Source: an optimization exercise on an open RTL-to-GDS flow (aim: a short achievable clock period and few clock cycles). Production flows keep margins and buffers that such runs may drop. Only simulation tests tie the RTL to the original design; equivalence was not proved. No driver is modelled on the clock port, so clocking that relies on it looks cheaper here than on a real chip. Power is estimated from default activity; no workload was simulated.

Setup of the baseline:
==> flow/design.v (excerpt) <==
module mips_mc #(parameter NRC = 3, parameter PCW = 12) (
  input clock,
  input reset,
  output [31:0] imem_addr,
  input [31:0] imem_data,
  output rf_we,
  output [2:0] rf_waddr,
  output [31:0] rf_wdata
);
  reg [PCW-1:0] pc_q;               
  reg [PCW-1:0] pcn_q;              
  wire [PCW-1:0] pc_i = ~pcn_q;
  reg        v_d;                   
  reg        vb_d;                  
  reg        btd_d;                 
  reg        isi_d, sub_d, wr_d;
  reg [2:0]  wa_d;
  reg [7:0]  sa_d, sb_d;            
  reg        swa_d, swb_d;          
  reg        depa_d;                
  reg        depbp_d, depbn_d;      
  reg        subr_d;                
  reg [15:0] imm_d;
  reg [PCW-1:0] pcp1_d;                
  reg [PCW-1:0] pcm1_d;                
  reg        jf_d;                  
  reg [PCW-1:0] jt_d;                  
  reg [NRC-1:0] rc_v;
  reg [PCW-1:0] rc_key [0:NRC-1];
  reg [PCW-1:0] rc_tgt [0:NRC-1];
  reg [1:0]  rc_ptr;
  reg        fill_e, fj_e;          
  reg [PCW-1:0] fkey_e;
  reg [PCW-1:0] jt_e;
  reg [31:0] a_e, b_e;
  reg        sub_e, we_e, vb_e;
  reg [2:0]  wa_e;
  reg [PCW-1:0] tgt_e;                 
  reg        we_w;
  reg [2:0]  wa_o;                  
  reg [31:0] wd_o;
  reg [7:0]  wen_w;                 
  reg [31:0] wd_w;
  reg [31:0] rf [0:7];
  ...
export LEC_CHECK = 0
export ABC_CLOCK_PERIOD_IN_PS = 2500
export CAP_MARGIN = 20
export CORE_MARGIN = 2
export CORE_UTILIZATION = 40
export SLEW_MARGIN = 20
create_clock -name core_clock -period 9.0 [get_ports {clock}]
standard.sh (not shown) runs the stock make flow with config.mk's settings and CLKGATE_MAP_FILE= SYNTH_SCRIPT=/design/flow/synth_recipe.tcl, a recipe that flattens the netlist after the stock synthesis.
==> flow/flow/run.sh <==
#!/bin/bash
# The standard ORFS layout (the standard.sh), with these changes:
#  - repair_timing aims at a 2.5 ns period instead of stopping at 0 slack on
#    the 9 ns clock (SETUP_SLACK_MARGIN 6.5; the SDC is unchanged);
#  - synthesis leaves additions to ABC instead of mapping full/half-adder
#    cells (ADDER_MAP_FILE empty), and ABC and the resizer avoid the slow
#    4-high stacked gates and the delay cells (added to DONT_USE_CELLS);
here=$(pwd)
base="sky130_fd_sc_hd__probe_p_8 sky130_fd_sc_hd__probec_p_8 sky130_fd_sc_hd__lpflow_bleeder_1 sky130_fd_sc_hd__lpflow_clkbufkapwr_1 sky130_fd_sc_hd__lpflow_clkbufkapwr_16 sky130_fd_sc_hd__lpflow_clkbufkapwr_2 sky130_fd_sc_hd__lpflow_clkbufkapwr_4 sky130_fd_sc_hd__lpflow_clkbufkapwr_8 sky130_fd_sc_hd__lpflow_clkinvkapwr_1 sky130_fd_sc_hd__lpflow_clkinvkapwr_16 sky130_fd_sc_hd__lpflow_clkinvkapwr_2 sky130_fd_sc_hd__lpflow_clkinvkapwr_4 sky130_fd_sc_hd__lpflow_clkinvkapwr_8 sky130_fd_sc_hd__lpflow_decapkapwr_12 sky130_fd_sc_hd__lpflow_decapkapwr_3 sky130_fd_sc_hd__lpflow_decapkapwr_4 sky130_fd_sc_hd__lpflow_decapkapwr_6 sky130_fd_sc_hd__lpflow_decapkapwr_8 sky130_fd_sc_hd__lpflow_inputiso0n_1 sky130_fd_sc_hd__lpflow_inputiso0p_1 sky130_fd_sc_hd__lpflow_inputiso1n_1 sky130_fd_sc_hd__lpflow_inputiso1p_1 sky130_fd_sc_hd__lpflow_inputisolatch_1 sky130_fd_sc_hd__lpflow_isobufsrc_1 sky130_fd_sc_hd__lpflow_isobufsrc_16 sky130_fd_sc_hd__lpflow_isobufsrc_2 sky130_fd_sc_hd__lpflow_isobufsrc_4 sky130_fd_sc_hd__lpflow_isobufsrc_8 sky130_fd_sc_hd__lpflow_isobufsrckapwr_16 sky130_fd_sc_hd__lpflow_lsbuf_lh_hl_isowell_tap_1 sky130_fd_sc_hd__lpflow_lsbuf_lh_hl_isowell_tap_2 sky130_fd_sc_hd__lpflow_lsbuf_lh_hl_isowell_tap_4 sky130_fd_sc_hd__lpflow_lsbuf_lh_isowell_4 sky130_fd_sc_hd__lpflow_lsbuf_lh_isowell_tap_1 sky130_fd_sc_hd__lpflow_lsbuf_lh_isowell_tap_2 sky130_fd_sc_hd__lpflow_lsbuf_lh_isowell_tap_4"
extra=""
for c in or4_1 or4_2 or4_4 or4b_1 or4b_2 or4b_4 or4bb_1 or4bb_2 or4bb_4 \
         nor4_1 nor4_2 nor4_4 nor4b_1 nor4b_2 nor4b_4 nor4bb_1 nor4bb_2 nor4bb_4 \
         o41a_1 o41a_2 o41a_4 o41ai_1 o41ai_2 o41ai_4 a41o_1 a41o_2 a41o_4 a41oi_1 a41oi_2 a41oi_4 \
         clkdlybuf4s15_1 clkdlybuf4s15_2 clkdlybuf4s18_1 clkdlybuf4s18_2 clkdlybuf4s25_1 clkdlybuf4s25_2 \
         clkdlybuf4s50_1 clkdlybuf4s50_2 dlygate4sd1_1 dlygate4sd2_1 dlygate4sd3_1 \
         dlymetal6s2s_1 dlymetal6s4s_1 dlymetal6s6s_1; do
  extra="$extra sky130_fd_sc_hd__$c"
done
args=(SETUP_SLACK_MARGIN=6.5 ADDER_MAP_FILE= "DONT_USE_CELLS=$base$extra")
bash standard.sh "${args[@]}" cts > "$here/standard.log" 2>&1 || exit 1
odb=$(ls -d "$here"/orfs/results/*/*/*/4_cts.odb)
ODB="$odb" openroad -no_init -exit "$here/flow/clock_root.tcl" > "$here/clock_root.log" 2>&1 || exit 1
bash standard.sh "${args[@]}" finish >> "$here/standard.log" 2>&1
Other scripts of this flow, unchanged in this note and not shown: flow/flow/clock_root.tcl
The baseline | status: complete | timing, DRC, antenna: pass
Testbench counts of the baseline, summed over its fixed seeds: cycles 29,161.
[inputs] the candidate vs the baseline
diff --git a/flow/flow/run.sh b/flow/flow/run.sh
--- a/flow/flow/run.sh
+++ b/flow/flow/run.sh
@@ -7 +7,3 @@
-#    4-high stacked gates and the delay cells (added to DONT_USE_CELLS);
+#    3- and 4-high stacked OR/NOR gates, maj3 and the delay cells (added to
+#    DONT_USE_CELLS);
+#  - clock tree sinks are clustered in groups of at most 20 within 100 um;
@@ -16 +18,3 @@
-         dlymetal6s2s_1 dlymetal6s4s_1 dlymetal6s6s_1; do
+         dlymetal6s2s_1 dlymetal6s4s_1 dlymetal6s6s_1 \
+         or3_1 or3_2 or3_4 or3b_1 or3b_2 or3b_4 nor3_1 nor3_2 nor3_4 nor3b_1 nor3b_2 nor3b_4 \
+         maj3_1 maj3_2 maj3_4; do
@@ -19 +23,2 @@
-args=(SETUP_SLACK_MARGIN=6.5 ADDER_MAP_FILE= "DONT_USE_CELLS=$base$extra")
+args=(SETUP_SLACK_MARGIN=6.5 ADDER_MAP_FILE= "DONT_USE_CELLS=$base$extra"
+      CTS_CLUSTER_SIZE=20 CTS_CLUSTER_DIAMETER=100)
Findings:
- Summary of the candidate over the baseline: total power decreased 0.0012 W; switching part of the total power went up 2.1 points.
- | HPWL after detailed placement | higher: the candidate |
- Status: required time of the critical path parity (the baseline, the candidate)
- The baseline → the candidate: post-placement cell area roughly the same, sequential share of layout area went up by 2.4 points, site row count now sits higher.
- Least setup slack across all paths after layout (lower): the baseline
- Where total length of routed wires is concerned, the baseline is outperformed by the candidate.

separate check: timing with driven ports:
The flow's constraints put no driver on any port. The routed layouts listed below were extracted and timed again, unchanged, in two steps.
Step 1 assumes that a clkbuf_16 drives the clock port and a buf_2 every other input.
Step 2, shift: input delay + t, output delay - t, t = (earliest + latest rising clock arrival at the registers) / 2. This alone moves slack from input paths to output paths.
Three values: ideal ports, drivers, drivers and shift; two values: the first two.
| run | shift t [ns] | setup WS [ns] | worst setup path at the end | worst register clock-pin slew, ns | worst data-port slew with drivers (ns) |
|---|---|---|---|---|---|
| the baseline | 0.601 | 6.157 / 6.030 / 5.953 | input to register | 0.07 / 0.07 | 0.09 |
| the candidate | 0.520 | 6.243 / 6.118 / 5.831 | input to register | 0.09 / 0.09 | 0.07 |
After both steps every run listed still meets setup and hold. For the candidate, which loses most, drivers alone change the setup slack by -0.125 ns; drivers and shift together by -0.412 ns.
